What follows belongs to an exercise in optimizing a design on an open flow for small area, a short achievable clock period and few clock cycles; a production flow would make more cautious choices.
Only simulation tests tie the RTL to the original design; equivalence was not proved.
No activity file was given, so power comes from the tool's default toggle rates.

[flow/config.mk]
export PLATFORM = sky130hd
export DESIGN_NAME = core_riscv
export DESIGN_NICKNAME = core_riscv
export VERILOG_FILES = /design/flow/design.v
export SDC_FILE = /design/flow/constraint.sdc
export NUM_CORES = 4
export LEC_CHECK = 0
export CAP_MARGIN = 20
export CORE_MARGIN = 2
export CORE_UTILIZATION = 40
export PLACE_DENSITY = 0.6
export SLEW_MARGIN = 20
[flow/constraint.sdc]
create_clock -name core_clock -period 10.0 [get_ports {clk}]
set_input_delay 2.0000 -clock core_clock [delete_from_list [all_inputs] [get_ports {clk}]]
set_output_delay 2.0000 -clock core_clock [all_outputs]
set_load 0.01 [all_outputs]
[flow/design.v]
module core_riscv (
    input  logic        clk,
    input  logic        rst_i,
    input  logic [31:0] imem_data_i,
    output logic [31:0] imem_addr_o,
    output logic        imem_rd_en_o,
    input  logic [31:0] dmem_data_i,
    output logic [31:0] dmem_data_o,
    output logic [31:0] dmem_addr_o,
    output logic        dmem_rd_en_o,
    output logic        dmem_wr_en_o,
    output logic [1:0]  dmem_size_o,
    output logic        dmem_sign_o
);
    logic [31:0] pc_f;       
    logic [31:0] pc_i;       
    logic        i_valid;
    logic        stall_r;    
    logic [31:0] ir;
    logic [31:0] pc_r;
    logic        r_valid;
    logic [31:0] e_op1, e_op2, e_x;    
    logic [4:0]  e_rd;
    logic [2:0]  e_f3;
    logic        e_sub, e_s_add, e_s_slt, e_s_sltu, e_s_xor, e_s_or, e_s_and, e_s_sh, e_s_link;
    logic        e_shl, e_sra;
    logic        e_br, e_pred, e_jalr, e_ld, e_st, e_wr;
    logic        e_fwd1, e_fwd2, e_fwds;
    logic [31:0] m_res, m_sd;
    logic [4:0]  m_rd;
    logic [1:0]  m_size;
    logic        m_sign, m_ld, m_st, m_wr;
    logic [31:0] w_res;
    logic [4:0]  w_rd;
    logic        w_ld, w_wr;
    logic [31:0] rf [1:31];
    logic [31:0] wb_data;
    assign wb_data = w_ld ? dmem_data_i : w_res;
    genvar gi;
    generate
        for (gi = 1; gi < 32; gi++) begin : g_rf
            always_ff @(posedge clk) begin
                if (w_wr && w_rd == gi) rf[gi] <= wb_data;
            end
        end
    endgenerate
    logic [4:0] rs1, rs2, rd;
    assign rs1 = ir[19:15];
    assign rs2 = ir[24:20];
    assign rd  = ir[11:7];
    logic [31:0] rf1, rf2;
    always_comb begin
        rf1 = '0;
        rf2 = '0;
        for (int i = 1; i < 32; i++) begin
            rf1 = rf1 | (rf[i] & {32{rs1 == 5'(i)}});
            rf2 = rf2 | (rf[i] & {32{rs2 == 5'(i)}});
        end
    end
    logic [4:0] opc;
    assign opc = ir[6:2];
    logic is_lui, is_auipc, is_jal, is_jalr, is_br, is_ld, is_st, is_opi, is_op;
    assign is_lui   = (opc == 5'b01101);
    assign is_auipc = (opc == 5'b00101);
    assign is_jal   = (opc == 5'b11011);
    assign is_jalr  = (opc == 5'b11001);
    assign is_br    = (opc == 5'b11000);
    assign is_ld    = (opc == 5'b00000);
    assign is_st    = (opc == 5'b01000);
    assign is_opi   = (opc == 5'b00100);
    assign is_op    = (opc == 5'b01100);
    logic [2:0] f3;
    assign f3 = ir[14:12];
    logic r_wr, use1, use2, r_ldw;
    assign r_wr  = (is_lui | is_auipc | is_jal | is_jalr | is_ld | is_opi | is_op) && (rd != 5'd0);
    assign use1  = is_jalr | is_br | is_ld | is_st | is_opi | is_op;    
    assign use2  = is_br | is_op;                                       
    assign r_ldw = r_valid & is_ld & (rd != 5'd0);
    logic [31:0] imm_i, imm_s, imm_b, imm_u, imm_j;
    assign imm_i = {{21{ir[31]}}, ir[30:20]};
    assign imm_s = {{21{ir[31]}}, ir[30:25], ir[11:7]};
    assign imm_b = {{20{ir[31]}}, ir[7], ir[30:25], ir[11:8], 1'b0};
    assign imm_u = {ir[31:12], 12'b0};
    assign imm_j = {{12{ir[31]}}, ir[19:12], ir[20], ir[30:21], 1'b0};
    logic [31:0] r_tgt, r_pc4;
    assign r_tgt = pc_r + (is_jal ? imm_j : imm_b);
    assign r_pc4 = pc_r + 32'd4;
    logic r_pred;    
    assign r_pred = is_br & ir[31];
    logic r_redir;
    assign r_redir = r_valid & ~stall_r & (is_jal | r_pred);
    logic hm1, hm2, hw1, hw2, lw1, lw2;
    assign hm1 = m_wr && (m_rd == rs1);
    assign hm2 = m_wr && (m_rd == rs2);
    assign hw1 = w_wr && (w_rd == rs1);
    assign hw2 = w_wr && (w_rd == rs2);
    assign lw1 = hw1 & w_ld & ~hm1;    
    assign lw2 = hw2 & w_ld & ~hm2;
    logic [31:0] v1, v2;    
    assign v1 = hm1 ? m_res : (hw1 ? w_res : rf1);
    assign v2 = hm2 ? m_res : (hw2 ? w_res : rf2);
    logic [31:0] op1_n, op2_n, x_n;
    always_comb begin
        if (use1 & lw1)      op1_n = dmem_data_i;
        else if (is_lui)     op1_n = '0;
        else if (is_auipc)   op1_n = pc_r;
        else                 op1_n = v1;
        if (use2 & lw2)      op2_n = dmem_data_i;
        else if (use2)       op2_n = v2;
        else if (is_st)      op2_n = imm_s;
        else if (is_lui | is_auipc) op2_n = imm_u;
        else                 op2_n = imm_i;
        if (is_st & lw2)     x_n = dmem_data_i;
        else if (is_st)      x_n = v2;
        else if (is_br & ~r_pred) x_n = r_tgt;
        else                 x_n = r_pc4;
    end
    logic a_sub, a_add, a_slt, a_sltu, a_xor, a_or, a_and, a_sh, a_shl, a_sra;
    logic alu_rr;    
    assign alu_rr = is_op | is_opi;
    always_comb begin
        a_add  = is_lui | is_auipc | is_ld | is_st | (alu_rr & f3 == 3'b000);
        a_sub  = (is_op & f3 == 3'b000 & ir[30]) | (alu_rr & f3[2:1] == 2'b01) | is_br;
        a_slt  = alu_rr & f3 == 3'b010;
        a_sltu = alu_rr & f3 == 3'b011;
        a_xor  = alu_rr & f3 == 3'b100;
        a_or   = alu_rr & f3 == 3'b110;
        a_and  = alu_rr & f3 == 3'b111;
        a_sh   = alu_rr & f3[1:0] == 2'b01;
        a_shl  = ~f3[2];
        a_sra  = ir[30];
    end
    logic [4:0] q_op;
    logic q_use1, q_use2;
    assign q_op   = imem_data_i[6:2];
    assign q_use1 = ~(q_op[0] & (q_op[2] | q_op[1]));    
    assign q_use2 = q_op[3] & ~q_op[0];                   
    logic q_hit_r, q_hit_e, h_hit_e;
    assign q_hit_r = r_ldw & ((q_use1 & imem_data_i[19:15] == rd) |
                              (q_use2 & imem_data_i[24:20] == rd));
    assign q_hit_e = e_ld & e_wr & ((q_use1 & imem_data_i[19:15] == e_rd) |
                                    (q_use2 & imem_data_i[24:20] == e_rd));
    assign h_hit_e = e_ld & e_wr & ((use1 & rs1 == e_rd) |
                                    ((use2 | is_st) & rs2 == e_rd));
    logic [31:0] a, b, sd;
    assign a  = e_fwd1 ? m_res : e_op1;
    assign b  = e_fwd2 ? m_res : e_op2;
    assign sd = e_fwds ? m_res : e_x;
    logic [31:0] b_in, sum;
    logic        cout;
    assign b_in = b ^ {32{e_sub}};
    assign {cout, sum} = {1'b0, a} + {1'b0, b_in} + {32'd0, e_sub};
    logic ltu, lt, eq;
    assign ltu = ~cout;
    assign lt  = (a[31] ^ b[31]) ? a[31] : sum[31];
    assign eq  = (a == b);
    logic [31:0] sh_in, sh_r, sh_out;
    logic [32:0] sh_w;
    always_comb begin
        for (int i = 0; i < 32; i++) sh_in[i] = e_shl ? a[31-i] : a[i];
    end
    assign sh_w = $signed({e_sra & a[31], sh_in}) >>> b[4:0];
    assign sh_r = sh_w[31:0];
    always_comb begin
        for (int i = 0; i < 32; i++) sh_out[i] = e_shl ? sh_r[31-i] : sh_r[i];
    end
    logic [31:0] res;
    assign res = ({32{e_s_add}}  & sum)
               | ({32{e_s_slt}}  & {31'd0, lt})
               | ({32{e_s_sltu}} & {31'd0, ltu})
               | ({32{e_s_xor}}  & (a ^ b))
               | ({32{e_s_or}}   & (a | b))
               | ({32{e_s_and}}  & (a & b))
               | ({32{e_s_sh}}   & sh_out)
               | ({32{e_s_link}} & e_x);
    logic taken, redir_e;
    logic [31:0] e_tgt;
    assign taken   = (e_f3[2] ? (e_f3[1] ? ltu : lt) : eq) ^ e_f3[0];
    assign redir_e = e_jalr | (e_br & (taken ^ e_pred));
    assign e_tgt   = e_jalr ? {sum[31:1], 1'b0} : e_x;
    logic e_go;
    assign e_go = r_valid & ~stall_r & ~redir_e;
    always_ff @(posedge clk) begin
        if (rst_i)            pc_f <= '0;
        else if (redir_e)     pc_f <= e_tgt;
        else if (stall_r)     pc_f <= pc_f;
        else if (r_redir)     pc_f <= r_tgt;
        else                  pc_f <= pc_f + 32'd4;
        if (!stall_r) pc_i <= pc_f;
        if (rst_i || redir_e || r_redir) i_valid <= 1'b0;
        else if (!stall_r)               i_valid <= 1'b1;
        if (rst_i || redir_e || r_redir) stall_r <= 1'b0;
        else if (stall_r)                stall_r <= r_valid & h_hit_e;
        else                             stall_r <= i_valid & (q_hit_r | q_hit_e);
        if (!stall_r) begin
            ir   <= imem_data_i;
            pc_r <= pc_i;
        end
        if (rst_i || redir_e)  r_valid <= 1'b0;
        else if (!stall_r)     r_valid <= i_valid & ~r_redir;
        e_op1 <= op1_n;
        e_op2 <= op2_n;
        e_x   <= x_n;
        e_rd  <= rd;
        e_f3  <= f3;
        e_sub <= a_sub;
        e_s_add  <= a_add;
        e_s_slt  <= a_slt;
        e_s_sltu <= a_sltu;
        e_s_xor  <= a_xor;
        e_s_or   <= a_or;
        e_s_and  <= a_and;
        e_s_sh   <= a_sh;
        e_s_link <= is_jal | is_jalr;
        e_shl    <= a_shl;
        e_sra    <= a_sra;
        e_pred   <= r_pred;
        e_fwd1   <= use1 & e_wr & (e_rd == rs1);
        e_fwd2   <= use2 & e_wr & (e_rd == rs2);
        e_fwds   <= is_st & e_wr & (e_rd == rs2);
        if (rst_i || !e_go) begin
            e_br   <= 1'b0;
            e_jalr <= 1'b0;
            e_ld   <= 1'b0;
            e_st   <= 1'b0;
            e_wr   <= 1'b0;
        end else begin
            e_br   <= is_br;
            e_jalr <= is_jalr;
            e_ld   <= is_ld;
            e_st   <= is_st;
            e_wr   <= r_wr;
        end
        m_res  <= res;
        m_sd   <= sd;
        m_rd   <= e_rd;
        m_size <= e_f3[1:0];
        m_sign <= e_f3[2];
        if (rst_i) begin
            m_ld <= 1'b0;
            m_st <= 1'b0;
            m_wr <= 1'b0;
        end else begin
            m_ld <= e_ld;
            m_st <= e_st;
            m_wr <= e_wr;
        end
        w_res <= m_res;
        w_rd  <= m_rd;
        w_ld  <= m_ld;
        if (rst_i) w_wr <= 1'b0;
        else       w_wr <= m_wr;
    end
    assign imem_addr_o  = pc_f;
    assign imem_rd_en_o = ~stall_r;
    assign dmem_addr_o  = m_res;
    assign dmem_data_o  = m_sd;
    assign dmem_rd_en_o = m_ld;
    assign dmem_wr_en_o = m_st;
    assign dmem_size_o  = m_size;
    assign dmem_sign_o  = m_sign;
endmodule
[flow/run.sh]
#!/bin/bash
# synth_recipe.tcl (not shown) runs the flow's synth.tcl, then flattens the netlist and writes it again
# the make line also repeats each setting of config.mk as NAME=value (left out here)
make -C /OpenROAD-flow-scripts/flow DESIGN_CONFIG=/design/flow/config.mk WORK_HOME=/design/flow/orfs CLKGATE_MAP_FILE= SYNTH_SCRIPT=/design/flow/synth_recipe.tcl finish
==> flow_results.org, run 1 <==
** Floorplanning
- DIE AREA :: 172000 sq um
- Die Span X :: 415 um
- The core region is 167000 sq um.
- Die outline height :: 415 um
- Initial standard-cell utilization of the core :: 40.3%
- Std-Cell Rows :: 150
- I/O pin count :: 168

** Finish
- In the final layout, flip-flops and latches occupy 38100 sq um.
- Most common cell after layout, fill and taps aside :: sky130_fd_sc_hd__edfxtp_1
- In the layout the commonest cells are 1086 x sky130_fd_sc_hd__edfxtp_1, 705 x sky130_fd_sc_hd__a22oi_1, 437 x sky130_fd_sc_hd__nand2_1.
- Multi-input logic area :: 27800 sq um
- Post-layout net count :: 6133
- Ratio of cells with drive above 1 in the final layout :: 11.8%
- Fill cell instance count of the final layout :: 15100
- Area growth syn-to-layout :: 14.3%
- Final design instance area without fill :: 77200 sq um

** Logic synthesis
- Dominant synthesized flop cell :: sky130_fd_sc_hd__edfxtp_1
- sky130_fd_sc_hd__edfxtp_1 takes more of the synthesized area than any other cell.
- The cell count after synthesis came out at 5868.
- Synthesized area per cell :: 11.5 sq um
- Cell area after synthesis :: 67500 sq um
- Fraction of registers with async set/reset :: 0%
- Synth unique cells :: 95
- Top cells by area in the synthesized netlist :: sky130_fd_sc_hd__edfxtp_1 48%, sky130_fd_sc_hd__dfxtp_1 8.1%, sky130_fd_sc_hd__a22oi_1 7.8%
- Number of synthesized flops with an enable pin :: 1086
- Synthesis warning total :: 2
- Fraction of the yosys area taken by sequential cells :: 56.4%
- #FFs+latches synth :: 1359
- After synthesis, the largest area contributor takes up 48.3% of total cell area.

** Placement
- Routability cong. :: 1.02
- During placement, the flow inserted port buffers numbering 165.
- Summed over all nets, the half-perimeter wirelength after detailed placement is 210000 um.
- Summing all placed instances gives a cell area of 72200 sq um.

** Routing
- The first TritonRoute pass finished after 17 iterations.
- Using the TritonRoute via totals, the vias-per-cell ratio works out to 7.39.
- Aggregate routed wire length :: 354000 um
- Final routed wire length divided by cell count :: 42.7 um
- The detail route stage leaves a number of antenna-violating nets equal to 0.
- In this run, the number of DRC markers left after iteration 0 of detailed routing was 14800.
- DR vias :: 61200
- After detailed routing, the number of remaining DRC violations is 0.

** Clocking
- The clock passes through at most 3 buffers.
- The H-tree was split into 4 levels.
- CTS Sinks :: 1359
- Gates resized during post-CTS repair numbered 0.
- In this run the clock root is driven by a sky130_fd_sc_hd__clkbuf_16.
- After clock tree synthesis, the clock-pin slew on the worst setup and hold paths is 0.06 ns.
- Buffers inserted during post-CTS setup optimization :: 0
- Num CTS Buffers :: 145
- Source-to-sink clock delay at the later pin of the worst-skew pair :: 0.85 ns
- TritonCTS built the clock tree.
- The number of hold buffers added after CTS was 0.

** Critical path
- At the worst endpoint, the arrival time is 6.32 ns.
- Along the worst path, the maximum fanout reaches 34.
- Cell family with the largest share of critical-path delay :: compound AO/OA/AOI/OAI gates
- The critical path runs through a total of 14 cells.
- For flop-to-flop paths, the worst setup slack is 4.37 ns.
- Slowest library cell on the worst path :: sky130_fd_sc_hd__dfxtp_2
- Nature of the critical path endpoint :: register
- Max incr delay on CP :: 0.76 ns
- Data on the critical path is required at its endpoint by 10.69 ns.
- Counting cells, the worst reg-to-reg path comes to 14.
- The worst setup path is launched from a register.
- The setup path with the least slack is of type register to register.
- Cell Chain, Critical Path :: buf_4 -> mux2i_1 -> inv_1 -> ha_1 -> o21a_1 -> o31a_1 -> o41ai_2 -> o211a_1 -> o21a_1 -> o311ai_1 -> a211oi_2 -> buf_4 -> o221ai_1 -> a311oi_1
- Sum of buffers and inverters on the critical path :: 3

** Timing
- Pins over their slew limit :: 0
- Actual slew at the worst max-slew pin :: 1.25 ns
- Setup violations remaining at the end of the flow were counted as 0.
- RSZ-0062 raised after global routing :: false
- The final critical path takes up 56.3% of the cycle.
- Final Hold Fails :: 0
- Highest clock frequency the design can meet :: 0.178 GHz
- Headroom to the max-slew limit came out at 15.8%.
- Summed negative setup slack over all endpoints :: 0 ns
- For the final database, setup skew stands at 0.0704 ns.
- Counting I/O delays and the setup requirement, the final critical path takes 5.63 ns.

** Power
- Largest vdd supply drop :: 237 uV
- Power spread over the standard cell area amounts to 184 nW/um^2.
- Pleak :: 0.0286 uW
- Overall power :: 14200 uW

** Status
- The flow ran to the end and the layout has no timing, DRC or antenna violations.

** Global route
- The number of global-route vias before repair is 56300.
- The total overflow left after global routing is 0.
- Total Routing Usage GR :: 39.4%
- Largest net degree at the start of global routing :: 70
- The first global-routing pass estimated 470000 um of wire.
- The number of antenna violations at the first check in global routing came to 29.

** Job
- Number of maximum-capacitance constraint violations :: 0

** Worst hold path
- In this run the worst hold path is classified as register to register.
- The worst hold path was traced through 0 stages.
[final timing paths]
kind	start	to
worst min register to register	m_ld$_SDFF_PP0_	w_ld$_DFF_P_
worst min-delay path	m_ld$_SDFF_PP0_	w_ld$_DFF_P_
worst max register to register	e_fwd1$_DFF_P_	pc_f[6]$_SDFFE_PP0P_
worst max-delay path	e_fwd1$_DFF_P_	pc_f[6]$_SDFFE_PP0P_
[power breakdown]
| part | total (uW) | leakage (uW) | switching, uW | internal (uW) |
|---|---|---|---|---|
| logic | 2070 | 0.0137 | 1430 | 643 |
| clock network | 5640 | 0.00238 | 2470 | 3180 |
| registers | 6490 | 0.0125 | 192 | 6300 |
| total | 14200 | 0.0286 | 4090 | 10100 |
[state kept, by name, summed over array words and instances (netlist names), 2 cells and up]
| name | count |
|---|---|
| e_f3 | 3 |
| e_op1 | 32 |
| e_op2 | 32 |
| e_rd | 5 |
| e_x | 32 |
| ir | 30 |
| m_rd | 5 |
| m_res | 32 |
| m_sd | 32 |
| m_size | 2 |
| pc_f | 32 |
| pc_i | 32 |
| pc_r | 32 |
| rf | 992 |
| w_rd | 5 |
| w_res | 32 |
[kinds of logic after synthesis]
kind of cell	count (synthesis)	synth area share, %
AO/OA/AOI/OAI	1705	18.4
XOR/XNOR	166	2.15
multiplexers	278	5.04
flip-flops	1359	56.4
AND/OR/NAND/NOR	1688	12.4
buffers and inverters	543	3.28
adder cells (fa/ha/maj)	129	2.41
[routing by layer]
layer	share of wire (%)	track usage (%)	vias to the layer above	routed length (um)
met4	9.9	30.0	22	35000
met5	0.18	1.33	-	644
li1	-	-	23300	-
met2	40	55.4	6846	141000
met3	17	18.4	1931	61100
met1	33	46.5	29200	116000
[Yosys cell counts, types with 9 or more instances]
library cell / n
sky130_fd_sc_hd__dfxtp_1: 273
sky130_fd_sc_hd__and3_1: 328
sky130_fd_sc_hd__a211oi_1: 21
sky130_fd_sc_hd__o21a_1: 23
sky130_fd_sc_hd__xor2_1: 69
sky130_fd_sc_hd__o31ai_1: 10
sky130_fd_sc_hd__nor4_1: 85
sky130_fd_sc_hd__buf_1: 47
sky130_fd_sc_hd__nand2_1: 437
sky130_fd_sc_hd__a222oi_1: 63
sky130_fd_sc_hd__inv_1: 88
sky130_fd_sc_hd__a21oi_1: 228
sky130_fd_sc_hd__xnor2_1: 97
sky130_fd_sc_hd__ha_1: 127
sky130_fd_sc_hd__nor3b_1: 9
sky130_fd_sc_hd__o211ai_1: 31
sky130_fd_sc_hd__nand2b_1: 12
sky130_fd_sc_hd__nor3_1: 44
sky130_fd_sc_hd__or3_1: 11
sky130_fd_sc_hd__mux4_2: 36
sky130_fd_sc_hd__mux2_2: 74
sky130_fd_sc_hd__nand4_1: 55
sky130_fd_sc_hd__a21o_1: 71
sky130_fd_sc_hd__nor2b_1: 20
sky130_fd_sc_hd__a22oi_1: 705
sky130_fd_sc_hd__edfxtp_1: 1086
sky130_fd_sc_hd__a211o_1: 32
sky130_fd_sc_hd__buf_2: 74
sky130_fd_sc_hd__mux2i_1: 161
sky130_fd_sc_hd__and2_1: 71
sky130_fd_sc_hd__a221oi_1: 12
sky130_fd_sc_hd__nand3_1: 222
sky130_fd_sc_hd__o31a_1: 13
sky130_fd_sc_hd__a31oi_1: 83
sky130_fd_sc_hd__clkbuf_1: 313
sky130_fd_sc_hd__a221o_1: 52
sky130_fd_sc_hd__o21ai_0: 152
sky130_fd_sc_hd__nor2_1: 353
sky130_fd_sc_hd__a2111oi_0: 101
[cell type report]
cell class	instances	area share [%]
clock inverter	86	1.20
inverter	95	0.468
sequential	1359	49.3
antenna	26	0.0843
timing repair buffer	371	4.19
clock buffer	178	5.12
multi-input combinational	3966	36.0
tap	2204	3.57
[through the flow]
step | util (%) | std cells | hold slack (ns) | worst slack (ns)
detailed placement | 43.1 | 7995 | 0.387 | 4.52
global route | 46.1 | 8262 | 0.397 | 4.20
floorplan | - | 5868 | 0.346 | 4.72
global placement | 43.1 | 7994 | 0.389 | 4.55
finish | 46.1 | 8285 | 0.382 | 4.37
CTS | 46.1 | 8259 | 0.396 | 4.47
Testbench counts, summed over its fixed seeds: cycles 67,539.
==> run 2, diff against run 1 <==
--- a/flow/design.v
+++ b/flow/design.v
@@ -12,13 +12,17 @@
     output logic [1:0]  dmem_size_o,
     output logic        dmem_sign_o
 );
-    logic [31:0] pc_f;       
-    logic [31:0] pc_i;       
+    logic [9:0]  pc_f;       
+    logic [9:0]  pc_i;       
     logic        i_valid;
     logic        stall_r;    
     logic [31:0] ir;
-    logic [31:0] pc_r;
+    logic [31:0] pc_r;       
+    logic [31:0] npc;        
+    logic        use_npc;
     logic        r_valid;
+    logic        is_lui, is_auipc, is_jal, is_jalr, is_br, is_ld, is_st, is_opi, is_op;
+    logic        r_wr, use1, use2, r_pred;
     logic [31:0] e_op1, e_op2, e_x;    
     logic [4:0]  e_rd;
     logic [2:0]  e_f3;
@@ -49,33 +53,42 @@
     assign rs2 = ir[24:20];
     assign rd  = ir[11:7];
     logic [31:0] rf1, rf2;
-    always_comb begin
-        rf1 = '0;
-        rf2 = '0;
-        for (int i = 1; i < 32; i++) begin
-            rf1 = rf1 | (rf[i] & {32{rs1 == 5'(i)}});
-            rf2 = rf2 | (rf[i] & {32{rs2 == 5'(i)}});
-        end
-    end
-    logic [4:0] opc;
-    assign opc = ir[6:2];
-    logic is_lui, is_auipc, is_jal, is_jalr, is_br, is_ld, is_st, is_opi, is_op;
-    assign is_lui   = (opc == 5'b01101);
-    assign is_auipc = (opc == 5'b00101);
-    assign is_jal   = (opc == 5'b11011);
-    assign is_jalr  = (opc == 5'b11001);
-    assign is_br    = (opc == 5'b11000);
-    assign is_ld    = (opc == 5'b00000);
-    assign is_st    = (opc == 5'b01000);
-    assign is_opi   = (opc == 5'b00100);
-    assign is_op    = (opc == 5'b01100);
+    logic [31:0] rfa [0:31];
+    always_comb begin
+        rfa[0] = '0;
+        for (int i = 1; i < 32; i++) rfa[i] = rf[i];
+    end
+    assign rf1 = rfa[rs1];
+    assign rf2 = rfa[rs2];
+    logic [4:0] q_op;
+    assign q_op = imem_data_i[6:2];
+    logic q_lui, q_auipc, q_jal, q_jalr, q_br, q_ld, q_st, q_opi, q_op_r;
+    assign q_lui   = (q_op == 5'b01101);
+    assign q_auipc = (q_op == 5'b00101);
+    assign q_jal   = (q_op == 5'b11011);
+    assign q_jalr  = (q_op == 5'b11001);
+    assign q_br    = (q_op == 5'b11000);
+    assign q_ld    = (q_op == 5'b00000);
+    assign q_st    = (q_op == 5'b01000);
+    assign q_opi   = (q_op == 5'b00100);
+    assign q_op_r  = (q_op == 5'b01100);
+    logic q_use1, q_use2, q_use2s, q_wr, q_pred;
+    assign q_use1  = q_jalr | q_br | q_ld | q_st | q_opi | q_op_r;    
+    assign q_use2  = q_br | q_op_r;                                   
+    assign q_use2s = q_br | q_op_r | q_st;                            
+    assign q_wr    = (q_lui | q_auipc | q_jal | q_jalr | q_ld | q_opi | q_op_r)
+                     && (imem_data_i[11:7] != 5'd0);
+    assign q_pred  = q_br & imem_data_i[31];
+    logic [9:0] q_off, q_tgt;
+    assign q_off = q_jal ? {imem_data_i[20], imem_data_i[30:22]}
+                         : {imem_data_i[7], imem_data_i[30:25], imem_data_i[11:9]};
+    assign q_tgt = pc_i + q_off;
+    logic i_redir;
+    assign i_redir = i_valid & ~stall_r & (q_jal | q_pred);
     logic [2:0] f3;
     assign f3 = ir[14:12];
-    logic r_wr, use1, use2, r_ldw;
-    assign r_wr  = (is_lui | is_auipc | is_jal | is_jalr | is_ld | is_opi | is_op) && (rd != 5'd0);
-    assign use1  = is_jalr | is_br | is_ld | is_st | is_opi | is_op;    
-    assign use2  = is_br | is_op;                                       
-    assign r_ldw = r_valid & is_ld & (rd != 5'd0);
+    logic r_ldw;
+    assign r_ldw = r_valid & is_ld & r_wr;
     logic [31:0] imm_i, imm_s, imm_b, imm_u, imm_j;
     assign imm_i = {{21{ir[31]}}, ir[30:20]};
     assign imm_s = {{21{ir[31]}}, ir[30:25], ir[11:7]};
@@ -85,10 +98,8 @@
     logic [31:0] r_tgt, r_pc4;
     assign r_tgt = pc_r + (is_jal ? imm_j : imm_b);
     assign r_pc4 = pc_r + 32'd4;
-    logic r_pred;    
-    assign r_pred = is_br & ir[31];
-    logic r_redir;
-    assign r_redir = r_valid & ~stall_r & (is_jal | r_pred);
+    logic r_fix;    
+    assign r_fix = r_valid & (is_jal | r_pred);
     logic hm1, hm2, hw1, hw2, lw1, lw2;
     assign hm1 = m_wr && (m_rd == rs1);
     assign hm2 = m_wr && (m_rd == rs2);
@@ -130,16 +141,11 @@
         a_shl  = ~f3[2];
         a_sra  = ir[30];
     end
-    logic [4:0] q_op;
-    logic q_use1, q_use2;
-    assign q_op   = imem_data_i[6:2];
-    assign q_use1 = ~(q_op[0] & (q_op[2] | q_op[1]));    
-    assign q_use2 = q_op[3] & ~q_op[0];                   
     logic q_hit_r, q_hit_e, h_hit_e;
     assign q_hit_r = r_ldw & ((q_use1 & imem_data_i[19:15] == rd) |
-                              (q_use2 & imem_data_i[24:20] == rd));
+                              (q_use2s & imem_data_i[24:20] == rd));
     assign q_hit_e = e_ld & e_wr & ((q_use1 & imem_data_i[19:15] == e_rd) |
-                                    (q_use2 & imem_data_i[24:20] == e_rd));
+                                    (q_use2s & imem_data_i[24:20] == e_rd));
     assign h_hit_e = e_ld & e_wr & ((use1 & rs1 == e_rd) |
                                     ((use2 | is_st) & rs2 == e_rd));
     logic [31:0] a, b, sd;
@@ -178,26 +184,52 @@
     assign taken   = (e_f3[2] ? (e_f3[1] ? ltu : lt) : eq) ^ e_f3[0];
     assign redir_e = e_jalr | (e_br & (taken ^ e_pred));
     assign e_tgt   = e_jalr ? {sum[31:1], 1'b0} : e_x;
-    logic e_go;
+    logic e_go, r_in;
     assign e_go = r_valid & ~stall_r & ~redir_e;
+    assign r_in = i_valid & ~stall_r & ~redir_e;    
     always_ff @(posedge clk) begin
         if (rst_i)            pc_f <= '0;
-        else if (redir_e)     pc_f <= e_tgt;
+        else if (redir_e)     pc_f <= e_tgt[11:2];
         else if (stall_r)     pc_f <= pc_f;
-        else if (r_redir)     pc_f <= r_tgt;
-        else                  pc_f <= pc_f + 32'd4;
+        else if (i_redir)     pc_f <= q_tgt;
+        else                  pc_f <= pc_f + 10'd1;
         if (!stall_r) pc_i <= pc_f;
-        if (rst_i || redir_e || r_redir) i_valid <= 1'b0;
+        if (rst_i || redir_e || i_redir) i_valid <= 1'b0;
         else if (!stall_r)               i_valid <= 1'b1;
-        if (rst_i || redir_e || r_redir) stall_r <= 1'b0;
+        if (rst_i || redir_e)            stall_r <= 1'b0;
         else if (stall_r)                stall_r <= r_valid & h_hit_e;
         else                             stall_r <= i_valid & (q_hit_r | q_hit_e);
         if (!stall_r) begin
-            ir   <= imem_data_i;
-            pc_r <= pc_i;
+            ir       <= imem_data_i;
+            is_lui   <= q_lui;
+            is_auipc <= q_auipc;
+            is_jal   <= q_jal;
+            is_jalr  <= q_jalr;
+            is_br    <= q_br;
+            is_ld    <= q_ld;
+            is_st    <= q_st;
+            is_opi   <= q_opi;
+            is_op    <= q_op_r;
+            r_wr     <= q_wr;
+            use1     <= q_use1;
+            use2     <= q_use2;
+            r_pred   <= q_pred;
         end
         if (rst_i || redir_e)  r_valid <= 1'b0;
-        else if (!stall_r)     r_valid <= i_valid & ~r_redir;
+        else if (!stall_r)     r_valid <= i_valid;
+        if (r_in) pc_r <= use_npc ? npc : r_pc4;
+        if (rst_i) begin
+            npc     <= '0;
+            use_npc <= 1'b1;
+        end else if (redir_e) begin
+            npc     <= e_tgt;
+            use_npc <= 1'b1;
+        end else if (r_fix) begin
+            npc     <= r_tgt;
+            use_npc <= 1'b1;
+        end else if (r_in) begin
+            use_npc <= 1'b0;
+        end
         e_op1 <= op1_n;
         e_op2 <= op2_n;
         e_x   <= x_n;
@@ -251,7 +283,7 @@
         if (rst_i) w_wr <= 1'b0;
         else       w_wr <= m_wr;
     end
-    assign imem_addr_o  = pc_f;
+    assign imem_addr_o  = {20'd0, pc_f, 2'b00};
     assign imem_rd_en_o = ~stall_r;
     assign dmem_addr_o  = m_res;
     assign dmem_data_o  = m_sd;
--- a/flow/config.mk
+++ b/flow/config.mk
@@ -9,4 +9,5 @@
 export CORE_MARGIN = 2
 export CORE_UTILIZATION = 40
 export PLACE_DENSITY = 0.6
+export SETUP_SLACK_MARGIN = 5
 export SLEW_MARGIN = 20
==> run 2 against run 1 <==
Still clean. Critical path depth fell by 1. Cell area down 0.28%. Setup slack better by 0.44 ns. Clock skew decreased by 0.0025 ns. Sequential cell count is 3 lower. Combinational power up 4%. Cell count about the same. Critical endpoint is now e_x[12]$_DFF_P_. Highest routed layer unchanged.
==> flow_results.org, run 2 <==
** Status
- Status :: timing/DRC/antenna clean (unchanged)

** Floorplanning
- I/O pin count :: 168 (unchanged)
- Std-Cell Rows :: 150 (unchanged)
- Die Span X :: 414 um (was 415 um)
- The die footprint is 171000 sq um (was 172000 sq um).
- Initial standard-cell utilization of the core :: 40.3% (about the same)
- The placeable core region was 167000 sq um (about the same).
- Die outline height :: 414 um (was 415 um)

** Logic synthesis
- The number of synthesized flops with an enable pin came to 1072 (was 1086).
- The dominant cell by count in the synthesized netlist was sky130_fd_sc_hd__edfxtp_1 (unchanged).
- The predominant post-synthesis flop cell is sky130_fd_sc_hd__edfxtp_1 (unchanged).
- Fraction of registers with async set/reset :: 0% (unchanged)
- The number of synthesized register bits was 1356 (was 1359).
- Commonest cells post-synth :: 1072 x sky130_fd_sc_hd__edfxtp_1, 735 x sky130_fd_sc_hd__a22oi_1, 594 x sky130_fd_sc_hd__nand2_1, 400 x sky130_fd_sc_hd__clkbuf_1, 284 x sky130_fd_sc_hd__dfxtp_1 (was 1086 x sky130_fd_sc_hd__edfxtp_1, 705 x sky130_fd_sc_hd__a22oi_1, 437 x sky130_fd_sc_hd__nand2_1, 353 x sky130_fd_sc_hd__nor2_1, 328 x sky130_fd_sc_hd__and3_1)
- Cell area after synthesis :: 67200 sq um (was 67500 sq um)
- The leading area contributor after synthesis is sky130_fd_sc_hd__edfxtp_1 (unchanged).
- The number of different library cells in the post-synthesis netlist came to 85 (was 95).
- Synthesis warning total :: 3 (was 2)
- Top cells by area in the synthesized netlist: sky130_fd_sc_hd__edfxtp_1 48%, sky130_fd_sc_hd__dfxtp_1 8.5%, sky130_fd_sc_hd__a22oi_1 8.2% (was sky130_fd_sc_hd__edfxtp_1 48%, sky130_fd_sc_hd__dfxtp_1 8.1%, sky130_fd_sc_hd__a22oi_1 7.8%).
- The post-synthesis cell count is 5905 (was 5868).
- Area share of the largest cell type after synthesis :: 47.9% (was 48.3%)
- Fraction of the yosys area taken by sequential cells :: 56.3% (was 56.4%)
- Synthesized area per cell :: 11.4 sq um (was 11.5 sq um)

** Worst hold path
- Classification of the worst-slack hold path :: register to register (unchanged)

** Global route
- Largest net degree at the start of global routing :: 66 (was 70)
- Wire length of the first global-routing pass :: 446000 um (was 470000 um)
- The total routing resource utilization after global routing is 37.1% (was 39.4%).
- The number of global-route vias before repair came to 54700 (was 56300).
- Antenna violations before repair :: 24 (was 29)
- The global route total overflow came to 0 (unchanged).

** Critical path
- The type of the setup path with the least slack was register to register (unchanged).
- The maximum fanout along the worst path came to 34 (unchanged).
- The sort of element at the end of the critical path is a register (unchanged).
- Data arrival time of the critical path :: 5.91 ns (was 6.32 ns)
- The critical path required time is 10.73 ns (was 10.69 ns).
- CP startpoint kind :: register (unchanged)

** Timing
- The hold violation total from the final report was 0 (unchanged).
- Headroom to the max-slew limit :: 17.4% (was 15.8%)
- Actual slew at the worst max-slew pin :: 1.23 ns (was 1.25 ns)
- The fraction of the cycle the final worst path needs is 51.8% (was 56.3%).
- Number of endpoints failing setup at the final stage :: 0 (unchanged)
- Summed negative setup slack over all endpoints :: 0 ns (unchanged)
- The worst-case clock skew is 0.0680 ns (was 0.0704 ns).
- The number of max-slew violations in the final report was 0 (unchanged).
- RSZ-0062 raised after global routing: false (unchanged).
- The post-route minimum period is 5.18 ns (was 5.63 ns).
- The highest attainable clock frequency was 0.193 GHz (was 0.178 GHz).

** Routing
- DR vias :: 59400 (was 61200)
- The number of violations reported at the end of detailed-routing iteration 0 was 13200 (was 14800).
- Vias per std cell :: 7.17 (was 7.39)
- The detailed-router iteration count before antenna repair came to 15 (was 17).
- The total detailed-routing wirelength came to 332000 um (was 354000 um).
- The detail-routed net length per standard cell was 40.1 um (was 42.7 um).
- The post-route antenna net violation count is 0 (unchanged).
- The remaining design rule violation count was 0 (unchanged).

** Power
- Pleak :: 0.0280 uW (was 0.0286 uW)
- The total power divided by cell area was 187 nW/um^2 (was 184 nW/um^2).
- The largest voltage drop on the vdd net is 168 uV (was 237 uV).

** Clocking
- The insertion delay of the later-clocked pin in the worst-skew pair was 0.83 ns (was 0.85 ns).
- The number of CTS-inserted buffers came to 145 (unchanged).
- Clock Pin Slew Worst Setup and Hold Paths :: 0.06 ns (about the same)
- CTS Sinks :: 1356 (was 1359)
- The deepest level of the CTS H-tree is 4 (unchanged).
- Clock tree from TritonCTS :: yes (unchanged)
- The clock tree root driver cell was sky130_fd_sc_hd__clkbuf_16 (unchanged).
- The deepest clock path buffer count came to 3 (unchanged).

** Job
- Number of maximum-capacitance constraint violations :: 0 (unchanged)

** Finish
- The fraction of the core area covered by cells at the end of the flow was 46.1% (about the same).
- The most common library cell in the layout ignoring fill and taps is sky130_fd_sc_hd__edfxtp_1 (unchanged).
- Highest-count cells in the layout ignoring fill and taps :: 1072 x sky130_fd_sc_hd__edfxtp_1, 735 x sky130_fd_sc_hd__a22oi_1, 594 x sky130_fd_sc_hd__nand2_1 (was 1086 x sky130_fd_sc_hd__edfxtp_1, 705 x sky130_fd_sc_hd__a22oi_1, 437 x sky130_fd_sc_hd__nand2_1)
- The number of nets in the layout was 6147 (was 6133).
- Register with the most flip-flops :: rf (unchanged)
- Ratio of cells with drive above 1 in the final layout :: 12.1% (was 11.8%)
- Final design instance area without fill :: 77000 sq um (was 77200 sq um)
- The flip-flop count of the largest register after layout was 992 (unchanged).
- Area growth syn-to-layout :: 14.5% (was 14.3%)

** Placement
- The placer's final routability congestion estimate was 0.990 (was 1.02).
- The number of buffers inserted by port buffering is 143 (was 165).
- The estimated wirelength of the detail-placed design came to 192000 um (was 210000 um).
- The instance area after placement came to 71700 sq um (was 72200 sq um).
run 2: cell count changes after synthesis, sizes merged, moves of 57 or more:
cell and delta:
nand2 +157, clkbuf +86, nor2 -73, buf -69, a31oi -62, o21ai +57
run 2: layer usage:
layer	up-vias	GRT usage, %	routed length, um
met1	28600	44.3	112000
met2	5881	53.8	138000
met4	14	26.8	30300
met3	1694	15.3	52700
li1	23100	-	-
met5	-	0	148
run 2: area by class of cell:
| cell class | count | area, sq um |
|---|---|---|
| timing repair buffer | 333 | 2930 |
| sequential | 1356 | 37900 |
| tap | 2204 | 2760 |
| fill | 15000 | 90100 |
| clock inverter | 83 | 975 |
| clock buffer | 182 | 3920 |
| multi-input combinational | 4002 | 28100 |
| inverter | 104 | 390 |
| antenna | 17 | 42.5 |
run 2: final timing paths:
kind                          from         endpoint  slack, ns  cells after the start
setup / recovery  ir[20]$_DFFE_PN_  e_x[12]$_DFF_P_       4.82                     13
hold / removal     m_rd[4]$_DFF_P_  w_rd[4]$_DFF_P_       0.40                      0
setup reg to reg  ir[20]$_DFFE_PN_  e_x[12]$_DFF_P_       4.82                     13
hold reg to reg    m_rd[4]$_DFF_P_  w_rd[4]$_DFF_P_       0.40                      0
run 2: what timing repair did:
action / CTS / global route
pin swaps: 0 / 1
hold buffers: 0 / 0
buffers inserted: 7 / 4
endpoints found under the setup margin: 93 / 76
endpoints found under the hold margin: 0 / 0
resized for setup: 27 / 23
gates cloned: 1 / 0
run 2: per-stage QoR:
stage	total power, uW	instances	setup WS (ns)	hold slack (ns)
3_5_place_dp	8700	7987	3.96	0.381
6_report	14400	8281	4.82	0.398
3_3_place_gp	8690	7985	4.01	0.386
2_1_floorplan	7710	5926	5.01	0.329
4_1_cts	14200	8260	5.00	0.399
5_1_grt	14600	8265	5.02	0.406
run 2: critical path: stages, from the launching register on:
cell and delay (ns):
sky130_fd_sc_hd__edfxtp_1 0.32, sky130_fd_sc_hd__buf_4 0.35, sky130_fd_sc_hd__nor2b_4 0.71, sky130_fd_sc_hd__buf_4 0.61, sky130_fd_sc_hd__and2_2 0.80, sky130_fd_sc_hd__buf_4 0.55
sky130_fd_sc_hd__a222oi_1 0.20, sky130_fd_sc_hd__nand3_1 0.13, sky130_fd_sc_hd__nor4_1 0.09, sky130_fd_sc_hd__o211ai_1 0.16, sky130_fd_sc_hd__o21ai_0 0.09, sky130_fd_sc_hd__o21ai_0 0.75
sky130_fd_sc_hd__nor2_1 0.08, sky130_fd_sc_hd__a31oi_1 0.16
run 2: kinds of logic after synthesis:
logic type / synth area share, %
other cells: 0.00558
buf+inv: 3.36
flops: 56.3
xor+xnor: 2.36
fa+ha+maj: 2.62
simple gates: 12.0
compound gates: 18.0
mux: 5.31
run 2: power by group:
group	total, uW	internal [uW]	switching (uW)
Clock	5640	3140	2510
Sequential	6560	6310	250
Combinational	2160	699	1460
Total	14400	10100	4220
Testbench counts of run 2, summed over its fixed seeds: cycles 63,663.
==> run 3, diff against run 2 <==
--- a/flow/design.v
+++ b/flow/design.v
@@ -22,13 +22,13 @@
     logic        use_npc;
     logic        r_valid;
     logic        is_lui, is_auipc, is_jal, is_jalr, is_br, is_ld, is_st, is_opi, is_op;
-    logic        r_wr, use1, use2, r_pred;
+    logic        r_wr, use1, use2, r_pred, r_redi;
     logic [31:0] e_op1, e_op2, e_x;    
     logic [4:0]  e_rd;
     logic [2:0]  e_f3;
     logic        e_sub, e_s_add, e_s_slt, e_s_sltu, e_s_xor, e_s_or, e_s_and, e_s_sh, e_s_link;
     logic        e_shl, e_sra;
-    logic        e_br, e_pred, e_jalr, e_ld, e_st, e_wr;
+    logic        e_br, e_pred, e_jalr, e_ld, e_st, e_wr, e_k2, e_k3;
     logic        e_fwd1, e_fwd2, e_fwds;
     logic [31:0] m_res, m_sd;
     logic [4:0]  m_rd;
@@ -79,12 +79,15 @@
     assign q_wr    = (q_lui | q_auipc | q_jal | q_jalr | q_ld | q_opi | q_op_r)
                      && (imem_data_i[11:7] != 5'd0);
     assign q_pred  = q_br & imem_data_i[31];
+    logic q_jal4, q_redi;
+    assign q_jal4 = q_jal & (imem_data_i[31:12] == 20'h00400);
+    assign q_redi = (q_jal & ~q_jal4) | q_pred;
     logic [9:0] q_off, q_tgt;
     assign q_off = q_jal ? {imem_data_i[20], imem_data_i[30:22]}
                          : {imem_data_i[7], imem_data_i[30:25], imem_data_i[11:9]};
     assign q_tgt = pc_i + q_off;
     logic i_redir;
-    assign i_redir = i_valid & ~stall_r & (q_jal | q_pred);
+    assign i_redir = i_valid & ~stall_r & q_redi;
     logic [2:0] f3;
     assign f3 = ir[14:12];
     logic r_ldw;
@@ -99,7 +102,11 @@
     assign r_tgt = pc_r + (is_jal ? imm_j : imm_b);
     assign r_pc4 = pc_r + 32'd4;
     logic r_fix;    
-    assign r_fix = r_valid & (is_jal | r_pred);
+    assign r_fix = r_valid & r_redi;
+    logic r_k1, r_k2, r_k3;
+    assign r_k1 = (imm_b == 32'd4);
+    assign r_k2 = (imm_b == 32'd8);
+    assign r_k3 = (imm_b == 32'd12);
     logic hm1, hm2, hw1, hw2, lw1, lw2;
     assign hm1 = m_wr && (m_rd == rs1);
     assign hm2 = m_wr && (m_rd == rs2);
@@ -182,10 +189,15 @@
     logic taken, redir_e;
     logic [31:0] e_tgt;
     assign taken   = (e_f3[2] ? (e_f3[1] ? ltu : lt) : eq) ^ e_f3[0];
-    assign redir_e = e_jalr | (e_br & (taken ^ e_pred));
+    logic ok2, ok3, skip2, skip3;
+    assign ok2     = e_k2 & r_valid & ~r_fix & ~stall_r & i_valid;
+    assign ok3     = e_k3 & r_valid & ~r_fix & ~stall_r & i_valid & ~i_redir;
+    assign skip2   = e_br & taken & ok2;
+    assign skip3   = e_br & taken & ok3;
+    assign redir_e = e_jalr | (e_br & (taken ^ e_pred) & ~(ok2 | ok3));
     assign e_tgt   = e_jalr ? {sum[31:1], 1'b0} : e_x;
     logic e_go, r_in;
-    assign e_go = r_valid & ~stall_r & ~redir_e;
+    assign e_go = r_valid & ~stall_r & ~redir_e & ~skip2 & ~skip3;
     assign r_in = i_valid & ~stall_r & ~redir_e;    
     always_ff @(posedge clk) begin
         if (rst_i)            pc_f <= '0;
@@ -214,9 +226,10 @@
             use1     <= q_use1;
             use2     <= q_use2;
             r_pred   <= q_pred;
+            r_redi   <= q_redi;
         end
         if (rst_i || redir_e)  r_valid <= 1'b0;
-        else if (!stall_r)     r_valid <= i_valid;
+        else if (!stall_r)     r_valid <= i_valid & ~skip3;
         if (r_in) pc_r <= use_npc ? npc : r_pc4;
         if (rst_i) begin
             npc     <= '0;
@@ -247,6 +260,8 @@
         e_shl    <= a_shl;
         e_sra    <= a_sra;
         e_pred   <= r_pred;
+        e_k2     <= r_k2;
+        e_k3     <= r_k3;
         e_fwd1   <= use1 & e_wr & (e_rd == rs1);
         e_fwd2   <= use2 & e_wr & (e_rd == rs2);
         e_fwds   <= is_st & e_wr & (e_rd == rs2);
@@ -257,7 +272,7 @@
             e_st   <= 1'b0;
             e_wr   <= 1'b0;
         end else begin
-            e_br   <= is_br;
+            e_br   <= is_br & ~r_k1;
             e_jalr <= is_jalr;
             e_ld   <= is_ld;
             e_st   <= is_st;
==> flow/flow/run.sh (new file) <==
#!/bin/bash
set -euo pipefail
echo 'export SETUP_SLACK_MARGIN = 6.5' >> config.mk
bash standard.sh > standard.log 2>&1
==> flow/standard.sh (new file) <==
#!/bin/bash
# synth_recipe.tcl (not shown) runs the flow's synth.tcl, then flattens the netlist and writes it again
# the make line also repeats each setting of config.mk as NAME=value (left out here)
make -C /OpenROAD-flow-scripts/flow DESIGN_CONFIG=/design/flow/config.mk WORK_HOME=/design/flow/orfs CLKGATE_MAP_FILE= SYNTH_SCRIPT=/design/flow/synth_recipe.tcl "${@:-finish}"
--- a/flow/config.mk
+++ b/flow/config.mk
@@ -8,6 +8,9 @@
 export CAP_MARGIN = 20
 export CORE_MARGIN = 2
 export CORE_UTILIZATION = 40
+export CTS_BUF_LIST = sky130_fd_sc_hd__clkbuf_16
+export CTS_CLUSTER_DIAMETER = 80
+export CTS_CLUSTER_SIZE = 24
 export PLACE_DENSITY = 0.6
-export SETUP_SLACK_MARGIN = 5
 export SLEW_MARGIN = 20
+export SETUP_SLACK_MARGIN = 6.5
removed: flow/run.sh
==> run 3 against run 2 <==
Clock power is 34% lower. Sequential share of layout area shrank 1.9 points. Cell area rose by 4.6%. Cell count is 2.0% lower. Clock-buffer cell count is 102 lower. First-iteration DRC count is 4.1% lower. Sequential power barely moved. Register-to-register slack gained 0.57 ns. Clock skew fell by 0.0090 ns. Maximum frequency is 12% higher. Global-route usage rose by 0.43 points. Highest routed layer unchanged.
==> flow_results.org, run 3 <==
** Placement
- Placement Setup Slack :: 3.80 ns (was 3.96 ns)
- Dpl cell area :: 70500 sq um (was 71700 sq um)
- Estimated wirelength of the detail-placed design :: 192000 um (about the same)
- The number of buffers inserted by port buffering was 143 (unchanged).
- The placer's final routability congestion estimate is 1.06 (was 0.990).

** Critical path
- The end point of the critical path is pc_r[3]$_DFFE_PP_ (was e_x[12]$_DFF_P_).
- The type of the setup path with the least slack was register to register (unchanged).
- Slack of the worst reg-to-reg path :: 5.38 ns (was 4.82 ns)
- The origin of the worst setup path is e_fwd2$_DFF_P_ (was ir[20]$_DFFE_PN_).
- The number of cells traversed by the worst register-to-register path came to 18 (was 13).
- Data arrival time of the critical path :: 5.07 ns (was 5.91 ns)
- Endpoint required time on the critical path :: 10.45 ns (was 10.73 ns)
- The capture instance of the worst register-to-register path is pc_r[3]$_DFFE_PP_ (was e_x[12]$_DFF_P_).
- The sort of element at the end of the critical path is a register (unchanged).
- Largest fanout on the critical path :: 8 (was 34)
- The startpoint of the most critical register-to-register path was e_fwd2$_DFF_P_ (was ir[20]$_DFFE_PN_).
- CP startpoint kind :: register (unchanged)

** Routing
- DRC violations left :: 0 (unchanged)
- The detailed-router iteration count before antenna repair was 10 (was 15).
- The post-route antenna net violation count is 0 (unchanged).
- The vias per cell is 7.26 (was 7.17).
- The number of violations reported at the end of detailed-routing iteration 0 is 12600 (was 13200).
- The detail-routed net length per standard cell is 41.3 um (was 40.1 um).
- Aggregate routed wire length :: 335000 um (was 332000 um)
- DR vias :: 59000 (was 59400)

** Logic synthesis
- Library cell with the largest summed area after synthesis :: sky130_fd_sc_hd__edfxtp_1 (unchanged)
- The fraction of the mapped netlist area in compound gates was 20.9% (was 18.0%).
- The post-synthesis area per instance came to 11.9 sq um (was 11.4 sq um).
- Commonest cells post-synth: 1073 x sky130_fd_sc_hd__edfxtp_1, 414 x sky130_fd_sc_hd__nand2_1, 403 x sky130_fd_sc_hd__a22oi_1, 364 x sky130_fd_sc_hd__clkbuf_1, 294 x sky130_fd_sc_hd__a221oi_1 (was 1072 x sky130_fd_sc_hd__edfxtp_1, 735 x sky130_fd_sc_hd__a22oi_1, 594 x sky130_fd_sc_hd__nand2_1, 400 x sky130_fd_sc_hd__clkbuf_1, 284 x sky130_fd_sc_hd__dfxtp_1).
- The cell area after synthesis was 66000 sq um (was 67200 sq um).
- The dominant cell by count in the synthesized netlist is sky130_fd_sc_hd__edfxtp_1 (unchanged).
- Number of standard cells after synthesis :: 5540 (was 5905)
- Fraction of the yosys area taken by sequential cells :: 57.5% (was 56.3%)
- The adder and majority gate portion of the synthesized area was 2.67% (was 2.62%).
- The mux share of post-synthesis cell area was 4.55% (was 5.31%).
- #FFs+latches synth :: 1359 (was 1356)
- The predominant post-synthesis flop cell is sky130_fd_sc_hd__edfxtp_1 (unchanged).
- The main combinational cell family by area after synthesis is compound AO/OA/AOI/OAI gates (unchanged).
- Synth unique cells :: 87 (was 85)
- The number of synthesized flops with an enable pin is 1073 (was 1072).
- The synthesized-area fraction occupied by xor and xnor cells is 2.41% (was 2.36%).
- Top cells by area in the synthesized netlist: sky130_fd_sc_hd__edfxtp_1 49%, sky130_fd_sc_hd__dfxtp_1 8.7%, sky130_fd_sc_hd__a22oi_1 4.6% (was sky130_fd_sc_hd__edfxtp_1 48%, sky130_fd_sc_hd__dfxtp_1 8.5%, sky130_fd_sc_hd__a22oi_1 8.2%).
- Area share of the largest cell type after synthesis :: 48.8% (was 47.9%)
- The simple-gate area share of the yosys netlist is 8.72% (was 12.0%).
- The fraction of registers with async set/reset is 0% (unchanged).
- Synthesis warning total :: 3 (unchanged)

** Timing
- Summed negative setup slack over all endpoints :: 0 ns (unchanged)
- Highest clock frequency the design can meet :: 0.217 GHz (was 0.193 GHz)
- The post-route minimum period came to 4.62 ns (was 5.18 ns).
- The slew at the pin closest to its max-slew limit came to 1.24 ns (was 1.23 ns).
- The hold violation total from the final report came to 0 (unchanged).
- RSZ-0062 raised after global routing: true (was false).
- The total setup violations reported at the end of the flow came to 0 (unchanged).
- Pins over their slew limit :: 0 (unchanged)
- Final worst clock skew :: 0.0589 ns (was 0.0680 ns)
- Headroom to the max-slew limit :: 17.1% (was 17.4%)
- The fraction of the cycle the final worst path needs was 46.2% (was 51.8%).
- The slack of the critical path came to 5.38 ns (was 4.82 ns).

** Global route
- The global-route wire length before repair is 440000 um (was 446000 um).
- The number of antenna violations at the first check in global routing came to 13 (was 24).
- The total routing resource utilization after global routing is 37.5% (was 37.1%).
- Overflow after GRT :: 0 (unchanged)
- Number of global-route vias before repair :: 53500 (was 54700)
- Largest net degree at the start of global routing :: 67 (was 66)

** Finish
- Flip-flop and latch area :: 38100 sq um (was 37900 sq um)
- Fill cell instance count of the final layout :: 14400 (was 15000)
- Most common cell after layout, fill and taps aside :: sky130_fd_sc_hd__edfxtp_1 (unchanged)
- Multi-input logic area :: 29700 sq um (was 28100 sq um)
- The area growth from synthesis to layout was 22.0% (was 14.5%).
- Highest-count cells in the layout ignoring fill and taps: 1073 x sky130_fd_sc_hd__edfxtp_1, 387 x sky130_fd_sc_hd__nand2_1, 384 x sky130_fd_sc_hd__a22oi_1 (was 1072 x sky130_fd_sc_hd__edfxtp_1, 735 x sky130_fd_sc_hd__a22oi_1, 594 x sky130_fd_sc_hd__nand2_1).
- The flip-flop count of the largest register after layout was 992 (unchanged).
- Final design instance area without fill :: 80500 sq um (was 77000 sq um)
- Layout Utilization :: 49.0% (was 46.1%)
- The number of nets in the layout was 6076 (was 6147).
- Ratio of cells with drive above 1 in the final layout :: 23.7% (was 12.1%)
- Register with the most flip-flops :: rf (unchanged)

** Worst hold path
- The type of the tightest min-delay check was register to register (unchanged).

** Clocking
- Clock Pin Slew Worst Setup and Hold Paths :: 0.10 ns (was 0.06 ns)
- Clock tree from TritonCTS :: yes (unchanged)
- The insertion delay of the later-clocked pin in the worst-skew pair was 0.77 ns (was 0.83 ns).
- Num CTS Buffers :: 80 (was 145)
- The deepest level of the CTS H-tree was 3 (was 4).
- Deepest clock path buffer count :: 3 (unchanged)
- Master cell of the clock root buffer :: sky130_fd_sc_hd__clkbuf_16 (unchanged)
- CTS Sinks :: 1359 (was 1356)

** Power
- The total power divided by cell area was 161 nW/um^2 (was 187 nW/um^2).
- Overall power :: 13000 uW (was 14400 uW)
- The largest voltage drop on the vdd net is 162 uV (was 168 uV).
- The leakage power summed over all cells was 0.0280 uW (about the same).

** Floorplanning
- Die Span X :: 410 um (was 414 um)
- Die outline height :: 410 um (was 414 um)
- DIE AREA :: 168000 sq um (was 171000 sq um)
- The I/O pin count came to 168 (unchanged).
- Std-Cell Rows :: 149 (was 150)
- The placeable core region was 164000 sq um (was 167000 sq um).
- The starting density of the core was 40.1% (was 40.3%).

** Status
- Status :: timing/DRC/antenna clean (unchanged)

** Job
- The max-capacitance violation count came to 0 (unchanged).
==> run 3: logic make-up (layout without fill, tap and decap cells) <==
logic type,Yosys count,in the layout
xor+xnor,180,180
buf+inv,543,895
fa+ha+maj,139,139
flops,1359,1359
compound gates,1848,1849
mux,251,252
other cells,1,32
simple gates,1219,1223
==> run 3: layout make-up <==
cell class                      instances  share of cell area (%)
Inverter                              101                   0.477
Multi-Input combinational cell       3665                    36.9
Sequential cell                      1359                    47.3
Antenna cell                           10                  0.0311
Timing Repair Buffer                  664                    8.70
Clock inverter                         50                   0.692
Tap cell                             2189                    3.40
Clock buffer                           80                    2.49
==> run 3: where the power goes <==
part / switching, uW / internal, uW
registers: 206 / 6330
logic: 1720 / 1010
clock network: 2110 / 1620
total: 4030 / 8950
==> run 3: layer usage <==
layer  GRT usage (%)  vias to the layer above  share of wire [%]
met3            15.5                     1656                 16
met5           0.230                        -               0.16
met1            45.4                    28500                 33
li1                -                    22700                  -
met4            25.3                       28                9.5
met2            54.4                     6062                 41
==> run 3: what timing repair did <==
action,CTS,global route
hold buffers,0,0
gates cloned,16,12
pin swaps,106,131
buffers inserted,209,132
endpoints found under the setup margin,293,221
gates resized for setup,636,447
==> run 3: critical path, cell delays in order, from the launching register on <==
cell                        delay (ns)
sky130_fd_sc_hd__dfxtp_4          0.44
sky130_fd_sc_hd__buf_6            0.13
sky130_fd_sc_hd__buf_16           0.16
sky130_fd_sc_hd__mux2i_4          0.27
sky130_fd_sc_hd__xnor2_1          0.15
sky130_fd_sc_hd__ha_2             0.35
sky130_fd_sc_hd__buf_4            0.16
sky130_fd_sc_hd__a21oi_2          0.37
sky130_fd_sc_hd__o211ai_1         0.15
sky130_fd_sc_hd__nand3_1          0.16
sky130_fd_sc_hd__o311ai_2         0.12
sky130_fd_sc_hd__or3_1            0.34
sky130_fd_sc_hd__a31o_1           0.19
sky130_fd_sc_hd__o22a_4           0.27
sky130_fd_sc_hd__xor3_2           0.30
sky130_fd_sc_hd__and2_4           0.19
sky130_fd_sc_hd__nor3_4           0.16
sky130_fd_sc_hd__buf_12           0.18
sky130_fd_sc_hd__clkbuf_16        0.20
==> run 3: worst min-delay path by stage <==
| stage | from | to | slack, ns | cells past startpoint |
|---|---|---|---|---|
| detailed placement | m_rd[0]$_DFF_P_ | w_rd[0]$_DFF_P_ | 0.40 | 0 |
| finish | m_ld$_SDFF_PP0_ | w_ld$_DFF_P_ | 0.36 | 0 |
| floorplan | e_rd[0]$_DFF_P_ | m_rd[0]$_DFF_P_ | 0.33 | 0 |
| global placement | m_rd[1]$_DFF_P_ | w_rd[1]$_DFF_P_ | 0.39 | 0 |
| CTS | m_ld$_SDFF_PP0_ | w_ld$_DFF_P_ | 0.38 | 0 |
| global route | m_ld$_SDFF_PP0_ | w_ld$_DFF_P_ | 0.38 | 0 |
==> run 3: per-stage QoR <==
stage / instances / hold WS, ns
floorplan: 5561 / 0.329
global placement: 7607 / 0.390
detailed placement: 7608 / 0.396
CTS: 7963 / 0.384
global route: 8110 / 0.379
finish: 8118 / 0.363
Testbench counts of run 3, summed over its fixed seeds: cycles 59,197.
==> run 4, diff against run 3 <==
==> flow/run.sh (new file) <==
#!/bin/bash
# synth_recipe.tcl (not shown) runs the flow's synth.tcl, then flattens the netlist and writes it again
# the make line also repeats each setting of config.mk as NAME=value (left out here)
make -C /OpenROAD-flow-scripts/flow DESIGN_CONFIG=/design/flow/config.mk WORK_HOME=/design/flow/orfs CLKGATE_MAP_FILE= SYNTH_SCRIPT=/design/flow/synth_recipe.tcl finish
--- a/flow/config.mk
+++ b/flow/config.mk
@@ -12,5 +12,5 @@
 export CTS_CLUSTER_DIAMETER = 80
 export CTS_CLUSTER_SIZE = 24
 export PLACE_DENSITY = 0.6
+export SETUP_SLACK_MARGIN = 5
 export SLEW_MARGIN = 20
-export SETUP_SLACK_MARGIN = 6.5
removed: flow/flow/run.sh
removed: flow/standard.sh
==> run 4 against run 3 <==
Worst hold slack worse by 0.015 ns. Sequential cell count unchanged. Highest routed layer unchanged. Still clean. Via count down 3.8%. Critical path type unchanged. Largest power group unchanged.
==> flow_results.org, run 4 <==
** Routing
- The total detailed-routing wirelength came to 320000 um (was 335000 um).
- DRC violations left :: 0 (unchanged)
- The number of violations reported at the end of detailed-routing iteration 0 came to 12100 (was 12600).
- Drt first pass iters :: 11 (was 10)
- Vias per std cell :: 7.28 (was 7.26)
- Antenna Nets Post-Route :: 0 (unchanged)
- Final routed wire length divided by cell count :: 41.1 um (was 41.3 um)
- DR vias :: 56700 (was 59000)

** Status
- Status: timing/DRC/antenna clean (unchanged).

** Floorplanning
- The chip width is 410 um (unchanged).
- The height of the die came to 410 um (unchanged).
- Initial standard-cell utilization of the core :: 40.1% (unchanged)
- Std-Cell Rows :: 149 (unchanged)
- I/O pin count :: 168 (unchanged)
- The die footprint was 168000 sq um (unchanged).
- The placeable core region came to 164000 sq um (unchanged).

** Clocking
- The number of CTS-inserted buffers came to 80 (unchanged).
- CTS Sinks :: 1359 (unchanged)
- The deepest level of the CTS H-tree came to 3 (unchanged).
- Quantity of hold-fixing buffers added after cts :: 0 (unchanged)
- Deepest clock path buffer count :: 3 (unchanged)
- Clock Pin Slew Worst Setup and Hold Paths :: 0.09 ns (was 0.10 ns)
- The clock tree root driver cell was sky130_fd_sc_hd__clkbuf_16 (unchanged).
- The insertion delay of the later-clocked pin in the worst-skew pair was 0.76 ns (was 0.77 ns).
- Clock tree from TritonCTS :: yes (unchanged)

** Timing
- The highest attainable clock frequency was 0.202 GHz (was 0.217 GHz).
- The post-route minimum period is 4.96 ns (was 4.62 ns).
- Final worst clock skew :: 0.0420 ns (was 0.0589 ns)
- Final Hold Fails :: 0 (unchanged)
- Headroom to the max-slew limit :: 17.5% (was 17.1%)
- Portion of the clock cycle consumed by the worst path in the final layout :: 49.6% (was 46.2%)
- The slack of the critical path came to 5.04 ns (was 5.38 ns).
- Number of endpoints failing setup at the final stage :: 0 (unchanged)
- The worst hold slack across all endpoints was 0.348 ns (was 0.363 ns).
- The number of max-slew violations in the final report is 0 (unchanged).
- The final sum of negative setup slack is 0 ns (unchanged).
- RSZ-0062 raised after global routing: false (was true).
- Actual slew at the worst max-slew pin :: 1.23 ns (was 1.24 ns)

** Placement
- Number of I/O port buffers :: 143 (unchanged)
- Placement Setup Slack :: 3.44 ns (was 3.80 ns)
- The placer's final routability congestion estimate was 1.02 (was 1.06).
- # placed instances :: 7614 (was 7608)
- The instance area after placement is 70400 sq um (was 70500 sq um).
- The estimated wirelength of the detail-placed design is 190000 um (was 192000 um).

** Power
- The leakage power summed over all cells came to 0.0251 uW (was 0.0280 uW).
- The power dissipated by switching net loads was 3870 uW (was 4030 uW).
- The share of total power in the clock network is 30.3% (was 28.7%).
- The internal portion of total power was 8680 uW (was 8950 uW).
- Net switching share of the total power :: 30.8% (was 31.0%)
- Combinational share of power :: 17.4% (was 21.0%)
- The largest voltage drop on the vdd net is 142 uV (was 162 uV).
- Sequential group share of total power :: 52.3% (was 50.3%)
- Areal power density over the cells :: 170 nW/um^2 (was 161 nW/um^2)

** Logic synthesis
- Library cell with the largest summed area after synthesis :: sky130_fd_sc_hd__edfxtp_1 (unchanged)
- Number of synthesized flops with an enable pin :: 1073 (unchanged)
- The proportion of netlist area held by the largest area contributor is 48.8% (unchanged).
- Most numerous cell in the Yosys netlist :: sky130_fd_sc_hd__edfxtp_1 (unchanged)
- Synthesis warning total :: 3 (unchanged)
- The sequential-to-total area share from yosys stat is 57.5% (unchanged).
- The predominant post-synthesis flop cell was sky130_fd_sc_hd__edfxtp_1 (unchanged).
- Number of standard cells after synthesis :: 5540 (unchanged)
- The post-synthesis area per instance was 11.9 sq um (unchanged).
- Fraction of registers with async set/reset :: 0% (unchanged)
- Cell area after synthesis :: 66000 sq um (unchanged)
- Top cells by area in the synthesized netlist: sky130_fd_sc_hd__edfxtp_1 49%, sky130_fd_sc_hd__dfxtp_1 8.7%, sky130_fd_sc_hd__a22oi_1 4.6% (unchanged).
- Commonest cells post-synth :: 1073 x sky130_fd_sc_hd__edfxtp_1, 414 x sky130_fd_sc_hd__nand2_1, 403 x sky130_fd_sc_hd__a22oi_1, 364 x sky130_fd_sc_hd__clkbuf_1, 294 x sky130_fd_sc_hd__a221oi_1 (unchanged)
- The number of synthesized register bits came to 1359 (unchanged).
- The number of different library cells in the post-synthesis netlist is 87 (unchanged).

** Global route
- The busiest metal layer after global routing is met2 (unchanged).
- Number of global-route vias before repair :: 52400 (was 53500)
- The fraction of met2 tracks used by global routing was 53.8% (was 54.4%).
- The total routing resource utilization after global routing was 36.5% (was 37.5%).
- The maximum number of pins on one net before global-route repair is 69 (was 67).
- Met1 usage in global routing :: 44.0% (was 45.4%)
- The global-route wire length before repair is 429000 um (was 440000 um).
- Overflow after GRT :: 0 (unchanged)
- Antenna violations before repair :: 19 (was 13)
- The met3 track utilization from global routing came to 13.2% (was 15.5%).

** Critical path
- CP startpoint kind :: register (unchanged)
- The sort of element at the end of the critical path was a register (unchanged).
- Crit path launch :: e_fwd2$_DFF_P_ (unchanged)
- Data arrival time of the critical path :: 5.58 ns (was 5.07 ns)
- Crit Reg-Reg Startpoint :: e_fwd2$_DFF_P_ (unchanged)
- The type of the setup path with the least slack is register to register (unchanged).
- Largest fanout on the critical path :: 12 (was 8)
- Endpoint required time on the critical path :: 10.62 ns (was 10.45 ns)

** Finish
- Post-layout net count :: 5743 (was 6076)
- The number of fillers in the final layout came to 15000 (was 14400).
- Flip-flop and latch area :: 38000 sq um (was 38100 sq um)
- The flip-flop count of the largest register after layout is 992 (unchanged).
- Highest-count cells in the layout ignoring fill and taps :: 1073 x sky130_fd_sc_hd__edfxtp_1, 412 x sky130_fd_sc_hd__nand2_1, 403 x sky130_fd_sc_hd__a22oi_1 (was 1073 x sky130_fd_sc_hd__edfxtp_1, 387 x sky130_fd_sc_hd__nand2_1, 384 x sky130_fd_sc_hd__a22oi_1)
- Most common cell after layout, fill and taps aside :: sky130_fd_sc_hd__edfxtp_1 (unchanged)
- Number of standard cells in the layout, taps in and fillers out :: 7793 (was 8118)
- Final design instance area without fill :: 73700 sq um (was 80500 sq um)
- The total area of multi-input combinational cells was 26900 sq um (was 29700 sq um).
- The register with the most flip-flops was rf (unchanged).
- The share of cells above drive strength 1 came to 11.3% (was 23.7%).
- The area growth from synthesis to layout is 11.7% (was 22.0%).

** Worst hold path
- Classification of the worst-slack hold path :: register to register (unchanged)
- Worst min-delay path startpoint :: m_ld$_SDFF_PP0_ (unchanged)

** Job
- Number of maximum-capacitance constraint violations :: 0 (unchanged)
run 4: final cells by class:
class | instances | share of cell area (%)
Inverter | 101 | 0.514
Tap cell | 2189 | 3.72
Multi-Input combinational cell | 3660 | 36.5
Antenna cell | 19 | 0.0645
Clock buffer | 80 | 2.72
Clock inverter | 49 | 0.872
Timing Repair Buffer | 336 | 4.13
Sequential cell | 1359 | 51.5
run 4: power by group through the flow:
stage	logic (uW)	clock network, uW	registers [uW]
after floorplan	1180	0	6550
after detailed placement	2030	0	6670
final	2190	3800	6560
after CTS	2050	3780	6540
after global routing	2250	3970	6560
after global placement	2020	0	6670
run 4: cells by family after synthesis:
family	count (synthesis)	synth area share [%]
compound gates	1848	20.9
flops	1359	57.5
simple gates	1219	8.72
buf+inv	543	3.27
mux	251	4.55
xor+xnor	180	2.41
fa+ha+maj	139	2.67
other cells	1	0.00568
run 4: timing repair:
item | in CTS | in global routing
setup endpoints to repair | 88 | 82
setup buffers | 13 | 10
gates cloned | 1 | 4
pin swaps | 4 | 3
gates resized for setup | 27 | 35
run 4: metal layers:
layer,share of wire [%],routed length (um)
met1,34,108000
met2,42,134000
met3,15,48400
met4,9.3,29700
met5,0.038,121
run 4: path summary, 6_finish.rpt:
check | endpoint | slack (ns) | cells past startpoint
setup reg to reg | npc[30]$_SDFFE_PP0P_ | 5.04 | 16
hold reg to reg | w_ld$_DFF_P_ | 0.35 | 0
hold / removal | w_ld$_DFF_P_ | 0.35 | 0
setup / recovery | npc[30]$_SDFFE_PP0P_ | 5.04 | 16
run 4: critical path: stages (launching register included):
cell and delay [ns]:
sky130_fd_sc_hd__dfxtp_4 0.42, sky130_fd_sc_hd__buf_12 0.16, sky130_fd_sc_hd__buf_4 0.15, sky130_fd_sc_hd__mux2i_1 0.38, sky130_fd_sc_hd__xnor2_1 0.12, sky130_fd_sc_hd__ha_1 0.39
sky130_fd_sc_hd__nand3_1 0.24, sky130_fd_sc_hd__a21oi_1 0.10, sky130_fd_sc_hd__a2111oi_2 0.52, sky130_fd_sc_hd__o311ai_2 0.19, sky130_fd_sc_hd__or3_1 0.35, sky130_fd_sc_hd__a31o_1 0.22
sky130_fd_sc_hd__o22a_2 0.26, sky130_fd_sc_hd__xor3_2 0.32, sky130_fd_sc_hd__and2_4 0.30, sky130_fd_sc_hd__o21ai_1 0.27, sky130_fd_sc_hd__a221o_1 0.41
run 4: per-stage QoR:
| step | power [uW] | utilization [%] |
|---|---|---|
| global route | 12800 | 44.8 |
| global placement | 8690 | 42.8 |
| floorplan | 7720 | - |
| CTS | 12400 | 44.6 |
| finish | 12500 | 44.8 |
| detailed placement | 8700 | 42.8 |

Re-timed with assumed drivers on the ports (clkbuf_16 on the clock, buf_2 on other inputs), run 4 has 5.041 ns of setup slack against 5.041 ns with ideal ports, and 4.512 ns once port delays also move by the mid clock arrival of 0.820 ns.
